This design comes from an exercise in tuning for small area and a short achievable clock period on the open sky130 flow, not from production work.
Where RTL was checked, it was by simulation tests only, not by an equivalence proof against the original.

==> onyx: inputs <==
// FAS
module FAS (data_valid, data, clk, rst, fir_d, fir_valid, fft_valid, done, freq,
 fft_d1, fft_d2, fft_d3, fft_d4, fft_d5, fft_d6, fft_d7, fft_d8,
 fft_d9, fft_d10, fft_d11, fft_d12, fft_d13, fft_d14, fft_d15, fft_d0);
==> flow/config.mk <==
export PLATFORM = sky130hd
export DESIGN_NAME = FAS
export DESIGN_NICKNAME = FAS
export VERILOG_FILES = /design/flow/design.v
export SDC_FILE = /design/flow/constraint.sdc
export NUM_CORES = 8
export LEC_CHECK = 0
export CAP_MARGIN = 20
export CORE_MARGIN = 2
export CORE_UTILIZATION = 40
export CTS_CLUSTER_DIAMETER = 150
export CTS_CLUSTER_SIZE = 20
export SLEW_MARGIN = 20
==> flow/constraint.sdc <==
create_clock -name core_clock -period 18.0 [get_ports {clk}]
set_input_delay 3.6000 -clock core_clock [delete_from_list [all_inputs] [get_ports {clk}]]
set_output_delay 3.6000 -clock core_clock [all_outputs]
set_load 0.01 [all_outputs]
standard.sh (not shown) runs the stock make flow with config.mk's settings and CLKGATE_MAP_FILE= SYNTH_SCRIPT=/design/flow/synth_recipe.tcl, a recipe that flattens the netlist after the stock synthesis.
==> flow/flow/run.sh <==
#!/bin/bash
set -euo pipefail
export SETUP_SLACK_MARGIN=12.9
export BUFFER_PORTS_ARGS="-buffer_cell sky130_fd_sc_hd__buf_1"
export PRE_IO_PLACEMENT_TCL=$PWD/flow/io.tcl
R=orfs/results/sky130hd/FAS/base
bash standard.sh synth > flow_synth.log 2>&1
cp $R/1_2_yosys.v yosys_netlist_orig.v
python3 flow/fixfa.py yosys_netlist_orig.v $R/1_2_yosys.v > fixfa.log 2>&1
bash standard.sh > flow_layout.log 2>&1
Other scripts of this flow, unchanged in this note and not shown: flow/flow/fixfa.py, flow/flow/io.tcl
==> tundra: changes against onyx <==
--- a/flow/design.v
+++ b/flow/design.v
@@ -2490,33 +2490,31 @@
 reg [15:0] fir_q, fir_qn; wire [15:0] fir_nx;
 assign fir_nx = fir_h + {15'd0, fir_h[15]};
 always @(posedge clk) begin fir_q <= fir_nx; fir_qn <= ~fir_nx; end
 assign fir_d = fir_q;
 reg [0:0] c1;
 wire [3:0] c1_q = nph - 4'd3;
 always @(posedge clk) c1 <= c1_q[3];
-reg [16:0] d1 [0:6];
+reg [16:0] d1 [0:7];
 wire [15:0] fir_y = ~fir_qn; wire [16:0] y17 = {fir_y[15], fir_y};
-wire [16:0] d1o = d1[6];
-wire [16:0] ya = tw1a_ra[16:0];
-wire [16:0] bf1_sum = ya + y17;
-wire [16:0] bf1_dif = ya - y17;
+wire [16:0] d1o = d1[7];
+wire [16:0] bf1_sum = d1o + y17;
+wire [16:0] bf1_dif = d1o - y17;
+reg s1_typeb; reg [15:0] s1_sum;
 integer i1;
 always @(posedge clk) begin
   d1[0] <= c1 ? bf1_dif : y17;
-  for (i1=1;i1<7;i1=i1+1) d1[i1] <= d1[i1-1];
+  for (i1=1;i1<8;i1=i1+1) d1[i1] <= d1[i1-1];
+  s1_typeb <= ~c1;
+  s1_sum <= bf1_sum[15:0];
 end
 wire d1o_nz = |d1o;
 reg [7:0] s1oh;
-wire [3:0] s1oh_q = nph - 4'd2;
+wire [3:0] s1oh_q = nph - 4'd3;
 always @(posedge clk) s1oh <= {8{~s1oh_q[3]}} & (8'd1 << s1oh_q[2:0]);
-reg [0:0] pb1;
-wire [3:0] pb1_q = nph - 4'd2;
-always @(posedge clk) pb1 <= ~pb1_q[3];
-reg [24:0] tw1a_ra, tw1a_rb, tw1b_ra, tw1b_rb; reg tw1a_rc, tw1b_rc;
 wire tw1a_neg = s1oh[3] | s1oh[4] | s1oh[5] | s1oh[6] | s1oh[7];
 wire [16:0] tw1a_d = d1o ^ {17{tw1a_neg}};
 wire tw1a_e0_16_p = s1oh[0] | s1oh[1] | s1oh[2] | s1oh[3] | s1oh[4] | s1oh[5] | s1oh[6] | s1oh[7];
 wire tw1a_e1_12_n = s1oh[1] | s1oh[3] | s1oh[5] | s1oh[7];
 wire tw1a_e1_14_n = s1oh[2] | s1oh[6];
 wire tw1a_e2_10_n = s1oh[1] | s1oh[3] | s1oh[5] | s1oh[7];
 wire tw1a_e2_12_n = s1oh[2] | s1oh[6];
@@ -2743,15 +2741,16 @@
 wire tw1a_s191 = tw1a_k31 ^ ((tw1a_e0_16_p & tw1a_d[15])) ^ tw1a_c188;
 wire tw1a_c192 = (tw1a_k31 & ((tw1a_e0_16_p & tw1a_d[15]))) | (tw1a_k31 & tw1a_c188) | (((tw1a_e0_16_p & tw1a_d[15])) & tw1a_c188);
 wire tw1a_s193 = tw1a_k32 ^ ((tw1a_e0_16_p & ~tw1a_d[16]));
 wire tw1a_c194 = tw1a_k32 & ((tw1a_e0_16_p & ~tw1a_d[16]));
 wire [32:0] tw1a_A = {tw1a_s193,tw1a_c190,tw1a_c186,tw1a_s185,tw1a_c178,tw1a_s177,tw1a_c166,tw1a_c158,tw1a_c148,tw1a_c138,tw1a_c128,tw1a_c118,tw1a_c108,tw1a_c98,tw1a_c88,tw1a_c78,tw1a_c68,tw1a_s67,tw1a_c52,tw1a_s49,tw1a_c36,tw1a_c30,tw1a_c24,tw1a_c18,tw1a_s19,tw1a_s11,tw1a_c8,tw1a_c6,tw1a_c4,tw1a_c2,((tw1a_e5_0_n & ~tw1a_d[2]) | (tw1a_e5_2_p & tw1a_d[0])),((tw1a_e5_0_n & ~tw1a_d[1])),tw1a_k0};
 wire [32:0] tw1a_B = {tw1a_c192,tw1a_s191,tw1a_s189,tw1a_c182,tw1a_s181,tw1a_c172,tw1a_s171,tw1a_s165,tw1a_s157,tw1a_s147,tw1a_s137,tw1a_s127,tw1a_s117,tw1a_s107,tw1a_s97,tw1a_s87,tw1a_s77,tw1a_c60,tw1a_s59,tw1a_s51,tw1a_s43,tw1a_s35,tw1a_s29,tw1a_s23,tw1a_s17,tw1a_s13,tw1a_s9,tw1a_s7,tw1a_s5,tw1a_s3,tw1a_s1,1'b0,((tw1a_e5_0_n & ~tw1a_d[0]))};
 wire [8:0] tw1a_lo = tw1a_A[7:0] + tw1a_B[7:0];
-always @(posedge clk) begin tw1a_ra <= pb1 ? tw1a_A[32:8] : {8'd0, d1o}; tw1a_rb <= pb1 ? tw1a_B[32:8] : 25'd0; tw1a_rc <= pb1 & tw1a_lo[8]; end
+reg [24:0] tw1a_ra, tw1a_rb; reg tw1a_rc;
+always @(posedge clk) begin tw1a_ra <= tw1a_A[32:8]; tw1a_rb <= tw1a_B[32:8]; tw1a_rc <= tw1a_lo[8]; end
 wire [24:0] tw1a_o = tw1a_ra + tw1a_rb + {24'd0, tw1a_rc};
 wire tw1b_neg = s1oh[1] | s1oh[2] | s1oh[5] | s1oh[6] | s1oh[7];
 wire [16:0] tw1b_d = d1o ^ {17{tw1b_neg}};
 wire tw1b_e0_15_p = s1oh[1] | s1oh[3] | s1oh[5] | s1oh[7];
 wire tw1b_e0_16_p = s1oh[2] | s1oh[6];
 wire tw1b_e1_13_n = s1oh[1] | s1oh[3] | s1oh[5] | s1oh[7];
 wire tw1b_e1_14_n = s1oh[2] | s1oh[6];
@@ -2996,50 +2995,51 @@
 wire tw1b_s205 = tw1b_k31 ^ ((tw1b_e0_15_p & ~tw1b_d[16]) | (tw1b_e0_16_p & tw1b_d[15])) ^ tw1b_c202;
 wire tw1b_c206 = (tw1b_k31 & ((tw1b_e0_15_p & ~tw1b_d[16]) | (tw1b_e0_16_p & tw1b_d[15]))) | (tw1b_k31 & tw1b_c202) | (((tw1b_e0_15_p & ~tw1b_d[16]) | (tw1b_e0_16_p & tw1b_d[15])) & tw1b_c202);
 wire tw1b_s207 = tw1b_k32 ^ ((tw1b_e0_16_p & ~tw1b_d[16]));
 wire tw1b_c208 = tw1b_k32 & ((tw1b_e0_16_p & ~tw1b_d[16]));
 wire [32:0] tw1b_A = {tw1b_s207,tw1b_c204,tw1b_s203,tw1b_c196,tw1b_s195,tw1b_c184,tw1b_s183,tw1b_c168,tw1b_c158,tw1b_c148,tw1b_c138,tw1b_c128,tw1b_c118,tw1b_c108,tw1b_c98,tw1b_c88,tw1b_c78,tw1b_s75,tw1b_s65,tw1b_c52,tw1b_c46,tw1b_s45,tw1b_c34,tw1b_c28,tw1b_s25,tw1b_c18,tw1b_c14,tw1b_c10,tw1b_s7,tw1b_s3,((tw1b_e5_2_p & tw1b_d[0])),((tw1b_e4_0_n & ~tw1b_d[1])),tw1b_k0};
 wire [32:0] tw1b_B = {tw1b_c206,tw1b_s205,tw1b_c200,tw1b_s199,tw1b_c190,tw1b_s189,tw1b_c176,tw1b_s175,tw1b_s167,tw1b_s157,tw1b_s147,tw1b_s137,tw1b_s127,tw1b_s117,tw1b_s107,tw1b_s97,tw1b_s87,tw1b_s77,tw1b_s67,tw1b_s59,tw1b_s51,tw1b_c40,tw1b_s39,tw1b_s33,tw1b_s27,tw1b_s21,tw1b_s17,tw1b_s13,tw1b_s9,tw1b_s5,tw1b_s1,1'b0,((tw1b_e4_0_n & ~tw1b_d[0]))};
 wire [8:0] tw1b_lo = tw1b_A[7:0] + tw1b_B[7:0];
+reg [24:0] tw1b_ra, tw1b_rb; reg tw1b_rc;
 always @(posedge clk) begin tw1b_ra <= tw1b_A[32:8]; tw1b_rb <= tw1b_B[32:8]; tw1b_rc <= tw1b_lo[8]; end
 wire [24:0] tw1b_o = tw1b_ra + tw1b_rb + {24'd0, tw1b_rc};
 reg [0:0] sw1;
-wire [3:0] sw1_q = nph - 4'd3;
+wire [3:0] sw1_q = nph - 4'd4;
 always @(posedge clk) sw1 <= ~sw1_q[3] & ((sw1_q[2:0]==3'd3) | (sw1_q[2:0]==3'd4) | (sw1_q[2:0]==3'd5));
 reg [24:0] f1r, f1i;
 always @(posedge clk) begin
-  f1r <= ~c1 ? (sw1 ? tw1b_o : tw1a_o) : {bf1_sum[15], bf1_sum[15:0], 8'd0};
-  f1i <= ~c1 ? (sw1 ? tw1a_o : tw1b_o) : 25'd0;
+  f1r <= s1_typeb ? (sw1 ? tw1b_o : tw1a_o) : {s1_sum[15], s1_sum, 8'd0};
+  f1i <= s1_typeb ? (sw1 ? tw1a_o : tw1b_o) : 25'd0;
 end
 reg [0:0] c2;
-wire [3:0] c2_q = nph - 4'd12;
+wire [3:0] c2_q = nph - 4'd13;
 always @(posedge clk) c2 <= c2_q[2];
 reg [0:0] k2_are;
-wire [3:0] k2_are_q = nph - 4'd12;
+wire [3:0] k2_are_q = nph - 4'd13;
 always @(posedge clk) k2_are <= k2_are_q[2] & (k2_are_q[1:0]!=2'd2);
 reg [0:0] k2_anre;
-wire [3:0] k2_anre_q = nph - 4'd12;
+wire [3:0] k2_anre_q = nph - 4'd13;
 always @(posedge clk) k2_anre <= k2_anre_q[2] & (k2_anre_q[1:0]==2'd3);
 reg [0:0] k2_bre;
-wire [3:0] k2_bre_q = nph - 4'd12;
+wire [3:0] k2_bre_q = nph - 4'd13;
 always @(posedge clk) k2_bre <= k2_bre_q[2] & (k2_bre_q[1:0]!=2'd0);
 reg [0:0] k2_aim;
-wire [3:0] k2_aim_q = nph - 4'd12;
+wire [3:0] k2_aim_q = nph - 4'd13;
 always @(posedge clk) k2_aim <= k2_aim_q[2] & (k2_aim_q[1:0]!=2'd0);
 reg [0:0] k2_anim;
-wire [3:0] k2_anim_q = nph - 4'd12;
+wire [3:0] k2_anim_q = nph - 4'd13;
 always @(posedge clk) k2_anim <= k2_anim_q[2] & (k2_anim_q[1:0]!=2'd0);
 reg [0:0] k2_bim;
-wire [3:0] k2_bim_q = nph - 4'd12;
+wire [3:0] k2_bim_q = nph - 4'd13;
 always @(posedge clk) k2_bim <= k2_bim_q[2] & (k2_bim_q[1:0]!=2'd2);
 reg [0:0] k2_bnim;
-wire [3:0] k2_bnim_q = nph - 4'd12;
+wire [3:0] k2_bnim_q = nph - 4'd13;
 always @(posedge clk) k2_bnim <= k2_bnim_q[2] & (k2_bnim_q[1:0]==2'd3);
 reg [1:0] k2_mode;
-wire [3:0] k2_mode_q = nph - 4'd12;
+wire [3:0] k2_mode_q = nph - 4'd13;
 always @(posedge clk) k2_mode <= k2_mode_q[2] ? (k2_mode_q[0] ? 2'd2 : 2'd1) : 2'd0;
 reg [26:0] sAr, sAi; reg sA_are, sA_anre, sA_bre, sA_aim, sA_anim, sA_bim, sA_bnim, sA_pass; reg [1:0] sA_mode;
 reg [26:0] sBr, sBi; reg [1:0] sB_mode;
 reg [25:0] sCr, sCi, sDr, sDi;
 wire [25:0] f1r26 = {f1r[24], f1r}; wire [25:0] f1i26 = {f1i[24], f1i};
 wire [25:0] bf2_sr = sDr + f1r26; wire [25:0] bf2_si = sDi + f1i26;
 wire [26:0] dr2 = {sDr[25],sDr} - {f1r26[25],f1r26};
@@ -3311,33 +3311,33 @@
 always @(posedge clk) begin sCr <= tw2re_o; sCi <= tw2im_o; sC_m <= sB_mode[1]; sDr <= sCr; sDi <= sC_m ? tw2_m : sCi; end
 reg [25:0] f2r, f2i;
 always @(posedge clk) begin
   if (c2) begin f2r <= bf2_sr; f2i <= bf2_si; end
   else begin f2r <= sDr; f2i <= sDi; end
 end
 reg [0:0] c3;
-wire [3:0] c3_q = nph - 4'd1;
+wire [3:0] c3_q = nph - 4'd2;
 always @(posedge clk) c3 <= c3_q[1];
 reg [0:0] w3;
-wire [3:0] w3_q = nph - 4'd1;
+wire [3:0] w3_q = nph - 4'd2;
 always @(posedge clk) w3 <= w3_q[0];
 reg [26:0] sEr, sEi, sFr, sFi;
 wire [23:0] bf3_sr = sFr[23:0] + f2r[23:0]; wire [23:0] bf3_si = sFi[23:0] + f2i[23:0];
 wire [26:0] p3r = w3 ? sFi : sFr; wire [26:0] m3r = w3 ? {f2i[25],f2i} : {f2r[25],f2r};
 wire [26:0] p3i = w3 ? {f2r[25],f2r} : sFi; wire [26:0] m3i = w3 ? sFr : {f2i[25],f2i};
 wire [26:0] x3r = p3r - m3r; wire [26:0] x3i = p3i - m3i;
 wire [23:0] o3r = sFr[23:0] + {23'd0, sFr[26]}; wire [23:0] o3i = sFi[23:0] + {23'd0, sFi[26]};
 reg [23:0] f3r, f3i;
 always @(posedge clk) begin
   if (c3) begin sEr <= x3r; sEi <= x3i; f3r <= bf3_sr; f3i <= bf3_si; end
   else begin sEr <= {f2r[25], f2r}; sEi <= {f2i[25], f2i}; f3r <= o3r; f3i <= o3i; end
   sFr <= sEr; sFi <= sEi;
 end
 reg [0:0] c4;
-wire [3:0] c4_q = nph - 4'd4;
+wire [3:0] c4_q = nph - 4'd5;
 always @(posedge clk) c4 <= c4_q[0];
 reg [23:0] sGr, sGi;
 wire [23:0] s4r = sGr + f3r; wire [23:0] s4i = sGi + f3i;
 wire [23:0] d4r = sGr - f3r; wire [23:0] d4i = sGi - f3i;
 wire [15:0] o4r = sGr[23:8] + {15'd0, sGr[23]};
 wire [15:0] o4i = sGi[23:8] + {15'd0, sGi[23]};
 reg [31:0] ch [0:15]; reg [31:0] mreg;  
@@ -4116,15 +4116,15 @@
 wire mag_c508 = (mag_r459 & mag_r460) | (mag_r459 & mag_r461) | (mag_r460 & mag_r461);
 wire [31:0] mag_A = {mag_r487,mag_r485,mag_r483,mag_r481,mag_r479,mag_r477,mag_r475,mag_r473,mag_r471,mag_r469,mag_r467,mag_r465,mag_r463,mag_r462,mag_c506,mag_c504,mag_c502,mag_c500,mag_c498,mag_c496,mag_c494,mag_c492,mag_c490,mag_r442,mag_r439,mag_r438,mag_r437,mag_r436,mag_r435,mag_r433,1'b0,mag_r431};
 wire [31:0] mag_B = {~mag_r488,~mag_r486,mag_r484,mag_r482,mag_r480,mag_r478,mag_r476,mag_r474,mag_r472,mag_r470,mag_r468,mag_r466,mag_r464,mag_c508,mag_s507,mag_s505,mag_s503,mag_s501,mag_s499,mag_s497,mag_s495,mag_s493,mag_s491,mag_s489,1'b0,1'b0,1'b0,1'b0,1'b0,mag_r434,1'b0,mag_r432};
 wire [31:0] mag_sum = mag_A + mag_B;
 wire [31:0] mag_v = mag_sum[31:0];
 reg [31:0] mv; always @(posedge clk) mv <= mag_v;
 reg [3:0] m_q;
-wire [3:0] m_q_q = nph - 4'd8;
+wire [3:0] m_q_q = nph - 4'd9;
 always @(posedge clk) m_q <= m_q_q;
 wire m_first = (m_q == 4'd0); wire [15:0] m_bin = 16'd1 << {m_q[0],m_q[1],m_q[2],m_q[3]};
 reg [31:0] mx; reg [15:0] mask;
 wire gt = mv > mx; wire eq = mv == mx;
 always @(posedge clk) begin
   if (m_first || gt) begin mx <= mv; mask <= m_bin; end
   else if (eq) mask <= mask | m_bin;
@@ -4147,13 +4147,13 @@
 always @(posedge clk or posedge rst) begin
   if (rst) begin dv <= 1'b0; ph <= 4'd0; cnt <= 8'd0; fir_v <= 1'b0; fft_v <= 1'b0; done_r <= 1'b0; end
   else begin
     dv <= data_valid;
     ph <= nph;
     if (dv && cnt != 8'hff) cnt <= cnt + 8'd1;
     fir_v <= (cnt >= 8'd34);
-    fft_v <= (ph == 4'd4) && (cnt >= 8'd68);
-    done_r <= (ph == 4'd8) && (cnt >= 8'd72);
+    fft_v <= (ph == 4'd5) && (cnt >= 8'd69);
+    done_r <= (ph == 4'd9) && (cnt >= 8'd73);
   end
 end
 assign fir_valid = fir_v; assign fft_valid = fft_v; assign done = done_r;
 endmodule
==> notes <==
Against tundra, the sequential share of layout area of onyx is lower by 0.28 points. In first-iteration DRC count, onyx and tundra hardly differ. Of onyx and tundra, tundra has the higher non-clock buffer count (gap 8). Maximum frequency is about the same in tundra and onyx. Against tundra, the worst setup slack of onyx is worse by 0.0032 ns. Against onyx, the global-route usage of tundra is lower by 0.64 points.
==> figures <==
item	onyx	tundra
Outcome	timing/DRC/antenna clean	timing/DRC/antenna clean
DIE WIDTH	575.8 microns	577.0 microns
Post-cts resize count	29	13
Count of flip-flops and latches	2417	2450
Cells after synthesis	11800	11850
Critical Path Start	ch[3][22]$_DFF_P_	ch[0][3]$_DFF_P_
Global-route wire length before repair	533.5 mm	519.4 mm
Via count of the first global-routing pass	85260	84260
Post-synthesis to final-layout area growth	8.087%	8.179%
Global-route met1 utilization	0.2793	0.2733
Clock Buffer Count	164	163
Slew at the pin closest to its max-slew limit	1.152 ns	1.101 ns
Function not checked in tundra: the RTL went through the layout flow alone.

## port drivers added, routing unchanged
No port has a modelled driver above. Below, the same layouts with a new extraction and two added sets of constraints. Step 1 (the two cells are an assumption about what drives the block):
set clk [get_ports {clk}]
set_driving_cell -lib_cell sky130_fd_sc_hd__clkbuf_16 $clk
set_driving_cell -lib_cell sky130_fd_sc_hd__buf_2 [delete_from_list [all_inputs] $clk]
Step 2 adds t to the input delays and takes it off the output delays; t is the mean of the earliest and latest rising clock arrival at the registers after step 1. Input paths then give back, and output paths get back, about the clock's delay inside the block. Three values: no drivers, after step 1, after step 2; two values: the first two.
| run | t, ns | setup slack, ns | hold slack, ns | clock arrival spread, ns | worst data-port slew with drivers (ns) |
|---|---|---|---|---|---|
| onyx | 0.960 | 12.981 / 12.878 / 13.171 | 0.284 / 0.284 / 0.284 | 0.076 / 0.076 | 0.12 |
| tundra | 0.946 | 12.985 / 12.880 / 13.165 | 0.270 / 0.270 / 0.270 | 0.104 / 0.103 | 0.03 |
After both steps setup and hold are still met in every run listed.
